What follows belongs to an exercise in optimizing a design on an open flow for small area; a production flow would make more cautious choices.
Only simulation tests tie the RTL to the original design; equivalence was not proved.
The flow treats the clock pin as an ideal source. Dropping or thinning the clock tree relies on that and would not hold on a real chip.
Power and IR drop assume default switching activity.

==> flow/design.v <==
`timescale 1 ns / 1 ps
module MT9V_REG (
	input        pclk,
	input  [7:0] data_in,
	input        fm_in,
	input        ln_in,
	output [7:0] data_out,
	output       fm_out,
	output       ln_out
);
	reg [7:0] data;
	reg       fm;
	reg       ln;
	always @(posedge pclk) begin
		data <= data_in;
		fm   <= fm_in;
		ln   <= ln_in;
	end
	assign data_out = data;
	assign fm_out   = fm;
	assign ln_out   = ln;
endmodule
`timescale 1 ns / 1 ps
module MT9V_to_AXIS (
	input        pclk,
	input        rst,
	input  [7:0] data,
	input        fm,
	input        ln,
	output [7:0] m_axis_video_tdata,
	output       m_axis_video_tlast,
	output       m_axis_video_tuser,
	output       m_axis_video_tvalid,
	output       av,
	output       hs,
	output       vs
);
	reg [7:0]  data_reg1, data_reg2;
	reg        ln_reg1, ln_reg3, ln_reg4;
	reg        flag, start, fm_reg2;
	reg [72:0] fm_dly;
	reg        fmd_ok;
	reg        track;
	reg [15:0] pixcnt1, pixcnt2, pixcnt3, pixcnt_max, linecnt;
	reg        hs_reg, hs1_reg, vs_reg;
	wire fm_reg1 = fm_dly[72];
	wire fmd     = fm_dly[0] & fmd_ok;
	wire [16:0] diff = {1'b0, pixcnt3} - {1'b0, pixcnt_max};
	wire diff_hi0 = ~|diff[16:7];
	wire d93  = diff_hi0 & (diff[6:0] == 7'd93);
	wire d92  = diff_hi0 & (diff[6:0] == 7'd92);
	wire dhs  = diff_hi0 & (diff[6:0] >= 7'd15) & (diff[6:0] < 7'd63);
	localparam [15:0] P1_15 = 16'h400b;
	wire p1_low0 = ~|pixcnt1[14:0];
	wire p1_fb   = pixcnt1[15] ^ pixcnt1[13] ^ pixcnt1[12] ^ pixcnt1[10] ^ p1_low0;
	wire p1_zero = p1_low0 & ~pixcnt1[15];
	wire hs1_next = (pixcnt1 == P1_15) | (hs1_reg & ~p1_zero & ~(~pixcnt1[0] & pixcnt1[4] & ~pixcnt1[9] & pixcnt1[10]));
	wire lc_low0 = ~|linecnt[14:0];
	wire lc_fb   = linecnt[15] ^ linecnt[13] ^ linecnt[12] ^ linecnt[10] ^ lc_low0;
	always @(posedge pclk) begin
		data_reg1 <= data;
		data_reg2 <= data_reg1;
		fm_dly    <= {fm, fm_dly[72:1]};
	end
	always @(posedge pclk)
		if (rst) begin
			ln_reg1    <= 1'b0;
			ln_reg3    <= 1'b0;
			ln_reg4    <= 1'b0;
			flag       <= 1'b0;
			start      <= 1'b0;
			fm_reg2    <= 1'b0;
			fmd_ok     <= 1'b0;
			track      <= 1'b0;
			pixcnt1    <= 16'd0;
			pixcnt2    <= 16'd0;
			pixcnt3    <= 16'd0;
			pixcnt_max <= 16'd0;
			linecnt    <= 16'd0;
			hs_reg     <= 1'b0;
			hs1_reg    <= 1'b0;
			vs_reg     <= 1'b0;
		end else begin
			ln_reg1 <= ln;
			ln_reg3 <= ~ln_reg1 & ln;
			if (ln_reg3)
				ln_reg4 <= 1'b0;
			else if (ln_reg1 & ~ln)
				ln_reg4 <= 1'b1;
			if (ln_reg3)
				flag <= 1'b1;
			else if (~fm)
				flag <= 1'b0;
			start   <= ln_reg3 & ~flag;
			fm_reg2 <= fm_reg1 & ln_reg1;
			if (pixcnt3[6] & pixcnt3[3])
				fmd_ok <= 1'b1;
			pixcnt1 <= (fm_reg2 | ~fmd) ? 16'd0 : {pixcnt1[14:0], p1_fb};
			pixcnt2 <= fm_reg2 ? pixcnt2 + 16'd1 : 16'd0;
			if (start)
				pixcnt_max <= 16'd0;
			else if (track)
				pixcnt_max <= pixcnt2;
			track <= fm_reg2 & (start | (~&pixcnt2 & (track | (pixcnt2 == pixcnt_max))));
			pixcnt3 <= (fmd | d93) ? 16'd0 : pixcnt3 + 16'd1;
			if (fmd)
				linecnt <= 16'd0;
			else if (d92)
				linecnt <= {linecnt[14:0], lc_fb};
			hs1_reg <= hs1_next;
			hs_reg  <= dhs;
			vs_reg  <= (linecnt[15:11] == 5'd0) & (linecnt[8:0] == 9'd0) & (linecnt[10] ^ linecnt[9]);
		end
	assign m_axis_video_tdata  = data_reg2;
	assign m_axis_video_tlast  = ln_reg4;
	assign m_axis_video_tuser  = start;
	assign m_axis_video_tvalid = fm_reg2;
	assign av = fm_reg2;
	assign hs = hs_reg | hs1_reg;
	assign vs = vs_reg;
endmodule
`timescale 1 ns / 1 ps
module mt9v_frontend (
	input        pclk,
	input        rst,
	input  [7:0] data,
	input        fm,
	input        ln,
	output [7:0] m_axis_video_tdata,
	output       m_axis_video_tlast,
	output       m_axis_video_tuser,
	output       m_axis_video_tvalid,
	output       av,
	output       hs,
	output       vs
);
  wire [7:0] data_r;
  wire       fm_r;
  wire       ln_r;
  MT9V_REG u_reg (
	.pclk(pclk),
	.data_in(data),
	.fm_in(fm),
	.ln_in(ln),
	.data_out(data_r),
	.fm_out(fm_r),
	.ln_out(ln_r)
  );
  MT9V_to_AXIS u_axis (
	.pclk(pclk),
	.rst(rst),
	.data(data_r),
	.fm(fm_r),
	.ln(ln_r),
	.m_axis_video_tdata(m_axis_video_tdata),
	.m_axis_video_tlast(m_axis_video_tlast),
	.m_axis_video_tuser(m_axis_video_tuser),
	.m_axis_video_tvalid(m_axis_video_tvalid),
	.av(av),
	.hs(hs),
	.vs(vs)
  );
endmodule
Settings: LEC_CHECK=0, CAP_MARGIN=20, CORE_MARGIN=2, CORE_UTILIZATION=70, PLACE_DENSITY=0.85, SLEW_MARGIN=20; clock period 5.0 ns.
standard.sh (not shown) runs the stock make flow with config.mk's settings and CLKGATE_MAP_FILE= SYNTH_SCRIPT=/design/flow/synth_recipe.tcl, a recipe that flattens the netlist after the stock synthesis.
==> flow/flow/run.sh <==
#!/bin/bash
# The standard layout (standard.sh), changed only in:
# - synthesis: ABC restructures (deepsyn) and maps the logic for area (flow/abc_area.script, run in
#   place of ORFS's abc_speed.script), and adders are left to ABC instead of
#   being mapped to half/full-adder cells first (ADDER_MAP_FILE empty);
#   registers are untouched, so they keep the standard synthesis's names and
#   cell types;
# - CTS: a two-level inverter clock tree built by flow/manual_cts.tcl in
#   place of TritonCTS: the clock port drives one inv_8, which drives 9 inv_8,
#   each driving one balanced cluster of flip-flop clock pins (positive clock
#   at every flip-flop, no deliberate skew);
# - port buffers: buf_1.
set -e
here=$(pwd)
rm -rf "$here/scripts_area"
cp -r "$FLOW_HOME/scripts" "$here/scripts_area"
cp "$here/flow/abc_area.script" "$here/scripts_area/abc_speed.script"
python3 - "$here" <<'PY'
import sys
here = sys.argv[1]
p = here + "/scripts_area/cts.tcl"
s = open(p).read()
old = "log_cmd clock_tree_synthesis {*}$cts_args"
assert old in s
s = s.replace(old, "source " + here + "/flow/manual_cts.tcl\n"
    "manual_cts pclk 9 sky130_fd_sc_hd__inv_8 sky130_fd_sc_hd__inv_8")
open(p, "w").write(s)
PY
export BUFFER_PORTS_ARGS="-buffer_cell sky130_fd_sc_hd__buf_1"
bash standard.sh SCRIPTS_DIR="$here/scripts_area" ADDER_MAP_FILE= > standard.log 2>&1
Other scripts of this flow, unchanged in this note and not shown: flow/flow/abc_area.script, flow/flow/manual_cts.tcl
Edit:
--- a/flow/design.v
+++ b/flow/design.v
@@ -52,13 +52,13 @@
 	wire dhs  = diff_hi0 & (diff[6:0] >= 7'd15) & (diff[6:0] < 7'd63);
 	localparam [15:0] P1_15 = 16'h400b;
 	wire p1_low0 = ~|pixcnt1[14:0];
 	wire p1_fb   = pixcnt1[15] ^ pixcnt1[13] ^ pixcnt1[12] ^ pixcnt1[10] ^ p1_low0;
 	wire p1_zero = p1_low0 & ~pixcnt1[15];
-	wire hs1_next = (pixcnt1 == P1_15) | (hs1_reg & ~p1_zero & ~(~pixcnt1[0] & pixcnt1[4] & ~pixcnt1[9] & pixcnt1[10]));
 	wire lc_low0 = ~|linecnt[14:0];
 	wire lc_fb   = linecnt[15] ^ linecnt[13] ^ linecnt[12] ^ linecnt[10] ^ lc_low0;
+	wire hs1_next = (pixcnt1 == P1_15) | (hs1_reg & ~p1_zero & ~(~pixcnt1[0] & pixcnt1[4] & ~pixcnt1[9] & pixcnt1[10]));
 	always @(posedge pclk) begin
 		data_reg1 <= data;
 		data_reg2 <= data_reg1;
 		fm_dly    <= {fm, fm_dly[72:1]};
 	end
@@ -107,11 +107,11 @@
 				linecnt <= 16'd0;
 			else if (d92)
 				linecnt <= {linecnt[14:0], lc_fb};
 			hs1_reg <= hs1_next;
 			hs_reg  <= dhs;
-			vs_reg  <= (linecnt[15:11] == 5'd0) & (linecnt[8:0] == 9'd0) & (linecnt[10] ^ linecnt[9]);
+			vs_reg <= (linecnt[15:11] == 5'd0) & (linecnt[8:0] == 9'd0) & (linecnt[10] ^ linecnt[9]);
 		end
 	assign m_axis_video_tdata  = data_reg2;
 	assign m_axis_video_tlast  = ln_reg4;
 	assign m_axis_video_tuser  = start;
 	assign m_axis_video_tvalid = fm_reg2;
What happened:
- The new run completed with no timing, DRC or antenna violations
- via count does not change
- power stays the same
- global-route usage stays the same
- cell count is unchanged
- cell area does not change
- wire length is unchanged
- fmax stays the same
- critical path depth stays the same
- core utilization is unchanged
- sequential cell count does not change
- worst hold slack stays the same
- synthesized cell count is unchanged
- clock power hardly moves
No run of this note takes its clock network from TritonCTS; it comes from the design's own scripts or RTL.

==> re-timing with driven ports <==
In the flow no input, the clock included, has a driving cell. The finished layouts below were timed again as built, in two steps.
Step 1: set_driving_cell puts a clkbuf_16 on pclk and a buf_2 on each other input, an assumption about the parent block.
Step 2 moves the port delays by t, midway between the first and last clock arrival at a register: inputs arrive t later, outputs are due t later. That takes back most of the time a late clock gives input paths.
a / b / c = ideal / step 1 / step 2; a / b = the first two.
| run | t, ns | setup WS [ns] | hold WS [ns] | cell pins on the clock port's net |
|---|---|---|---|---|
| the first run | 0.276 | 1.556 / 1.556 / 1.556 | 0.335 / 0.335 / 0.335 | 1 |
| the second run | 0.276 | 1.556 / 1.556 / 1.556 | 0.335 / 0.335 / 0.335 | 1 |
After both steps setup and hold are still met in every run listed.
